This is an optimization exercise on Yosys and OpenROAD, whose aim is small area and a short achievable clock period, not a production implementation.
The RTL was checked by simulation tests, not by an equivalence proof against the original design.

run 1:
## SAD_cal
module SAD_cal(rstn,clk,din,refi,cal_en,sad,sad_val);
input rstn;
input clk;
input [1023:0] din;
input [1023:0] refi;
input cal_en;
output [15:0] sad;
output sad_val;
wire [7:0] e0;
wire C_0, G10_0, G20_0, G32_0, G40_0, G54_0, G60_0, G76_0, P32_0, P54_0, P76_0, g5p_0, g6p_0, nG10_0, nG30_0, nG50_0, nG64_0, nG74_0, nP64_0, nP74_0, ng0_0, ng1_0, ng2_0, ng3_0, ng4_0, ng5_0, ng6_0, ng7_0, p5_0, p6_0, t1_0, t2_0, t3_0, t4_0, t5_0, t6_0, t7_0, x0_0, x1_0, x2_0, x3_0, x4_0, x5_0, x6_0, x7_0;
SAD_nandn u_ng0_0 (din[0], refi[0], ng0_0);
SAD_xor u_x0_0 (din[0], refi[0], x0_0);
SAD_nandn u_ng1_0 (din[1], refi[1], ng1_0);
SAD_xor u_x1_0 (din[1], refi[1], x1_0);
SAD_nandn u_ng2_0 (din[2], refi[2], ng2_0);
SAD_xor u_x2_0 (din[2], refi[2], x2_0);
SAD_nandn u_ng3_0 (din[3], refi[3], ng3_0);
SAD_xor u_x3_0 (din[3], refi[3], x3_0);
SAD_nandn u_ng4_0 (din[4], refi[4], ng4_0);
SAD_xor u_x4_0 (din[4], refi[4], x4_0);
SAD_nandn u_ng5_0 (din[5], refi[5], ng5_0);
SAD_xor u_x5_0 (din[5], refi[5], x5_0);
SAD_nandn u_ng6_0 (din[6], refi[6], ng6_0);
SAD_xor u_x6_0 (din[6], refi[6], x6_0);
SAD_nandn u_ng7_0 (din[7], refi[7], ng7_0);
SAD_xor u_x7_0 (din[7], refi[7], x7_0);
SAD_oai u_G10_0 (x1_0, ng0_0, ng1_0, G10_0);
SAD_oai u_G32_0 (x3_0, ng2_0, ng3_0, G32_0);
SAD_oai u_G54_0 (x5_0, ng4_0, ng5_0, G54_0);
  ...
Size in the first run: ~8700 cells after synthesis, about 680 flip-flops, ~2100 I/O pins, about 0.085 mm² of cells after synthesis.
==> flow/config.mk <==
export PLATFORM = sky130hd
export DESIGN_NAME = SAD_cal
export DESIGN_NICKNAME = SAD_cal
export VERILOG_FILES = /design/flow/design.v
export SDC_FILE = /design/flow/constraint.sdc
export NUM_CORES = 4
export LEC_CHECK = 0
export CAP_MARGIN = 20
export CORE_AREA = 2 2 478 478
export DIE_AREA = 0 0 480 480
export PLACE_DENSITY = 0.6
export SLEW_MARGIN = 20
export SYNTH_HIERARCHICAL = 1
==> flow/constraint.sdc <==
create_clock -name core_clock -period 4.0 [get_ports {clk}]
set_input_delay 0.8000 -clock core_clock [delete_from_list [all_inputs] [get_ports {clk}]]
set_output_delay 0.8000 -clock core_clock [all_outputs]
set_load 0.01 [all_outputs]
standard.sh (not shown) runs the stock make flow with config.mk's settings and CLKGATE_MAP_FILE= SYNTH_SCRIPT=/design/flow/synth_recipe.tcl, a recipe that flattens the netlist after the stock synthesis.
==> flow/flow/run.sh <==
#!/bin/bash
# The standard layout (standard.sh), with plain buf_1 cells as the port buffers
# instead of the delay cells buffer_ports picks by default, and the I/O pins
# allowed on every routing track of the die's edge so that the die can be smaller.
set -euo pipefail
export BUFFER_PORTS_ARGS="-buffer_cell sky130_fd_sc_hd__buf_1"
export PLACE_PINS_ARGS="-min_distance 1 -min_distance_in_tracks"
bash standard.sh > standard.log 2>&1
Status: run 1 FAILED at 5_1_grt (tool error)
Inputs modified between run 1 and run 2:
# run 1
export LEC_CHECK = 0
export CAP_MARGIN = 20
export CORE_AREA = 2 2 478 478
export DIE_AREA = 0 0 480 480
export PLACE_DENSITY = 0.6
export SLEW_MARGIN = 20
export SYNTH_HIERARCHICAL = 1
create_clock -name core_clock -period 4.0 [get_ports {clk}]
# run 2
export LEC_CHECK = 0
export CAP_MARGIN = 20
export CORE_AREA = 2 2 418 418
export DIE_AREA = 0 0 420 420
export PLACE_DENSITY = 0.7
export SLEW_MARGIN = 20
export SYNTH_HIERARCHICAL = 1
create_clock -name core_clock -period 4.0 [get_ports {clk}]
[summary]
Each of run 2 and run 1 falls short of a clean finish.
Maximum root-to-sink buffer count: run 2 vs run 1 identical
In the reports for run 2 and run 1, the larger placed wire-length estimate after detailed placement belongs to run 1.
Die boundary height on run 2 is down relative to run 1.
> inputs changed (run 2 -> run 3)
# run 2
export LEC_CHECK = 0
export CAP_MARGIN = 20
export CORE_AREA = 2 2 418 418
export DIE_AREA = 0 0 420 420
export PLACE_DENSITY = 0.7
export SLEW_MARGIN = 20
export SYNTH_HIERARCHICAL = 1
create_clock -name core_clock -period 4.0 [get_ports {clk}]
# run 3
export LEC_CHECK = 0
export CAP_MARGIN = 20
export CORE_AREA = 2 2 478 478
export DIE_AREA = 0 0 480 480
export PLACE_DENSITY = 0.6
export SLEW_MARGIN = 20
export SYNTH_HIERARCHICAL = 1
create_clock -name core_clock -period 4.0 [get_ports {clk}]
-- flow/flow/run.sh --
<<< run 2, line 6
export BUFFER_PORTS_ARGS="-buffer_cell sky130_fd_sc_hd__buf_1"
export PLACE_PINS_ARGS="-min_distance 1 -min_distance_in_tracks"
bash standard.sh > standard.log 2>&1
>>> run 3, line 6
export BUFFER_PORTS_ARGS="-buffer_cell sky130_fd_sc_hd__buf_1"
export PLACE_PINS_ARGS="-min_distance 1 -min_distance_in_tracks"
export ROUTING_LAYER_ADJUSTMENT=0.10
bash standard.sh > standard.log 2>&1
==> results.txt <==
Run 3 did not finish; a tool error ended it in 5_1_grt.
Taking run 2 as the reference, in run 3 number of instances in the placed design increased 680, post-synthesis async set-or-reset flop share essentially unchanged, die width increased 14%, synthesized cell count essentially unchanged, number of top-level pins essentially unchanged.
Comparing run 2 against run 3, there is no change at all in proportion of synthesized chip area in sequential cells.
Site row count: run 3 vs run 2 up 22
Placement-stage worst setup slack sits higher in run 3 than in run 2.
Area after synthesis of run 3 is on par with run 2.
On area fraction in and, or, nand and nor cells after synthesis, run 3 and run 2 are neck and neck.
Number of enable-type register cells in the synthesized netlist came out exactly the same in run 3 and run 2.
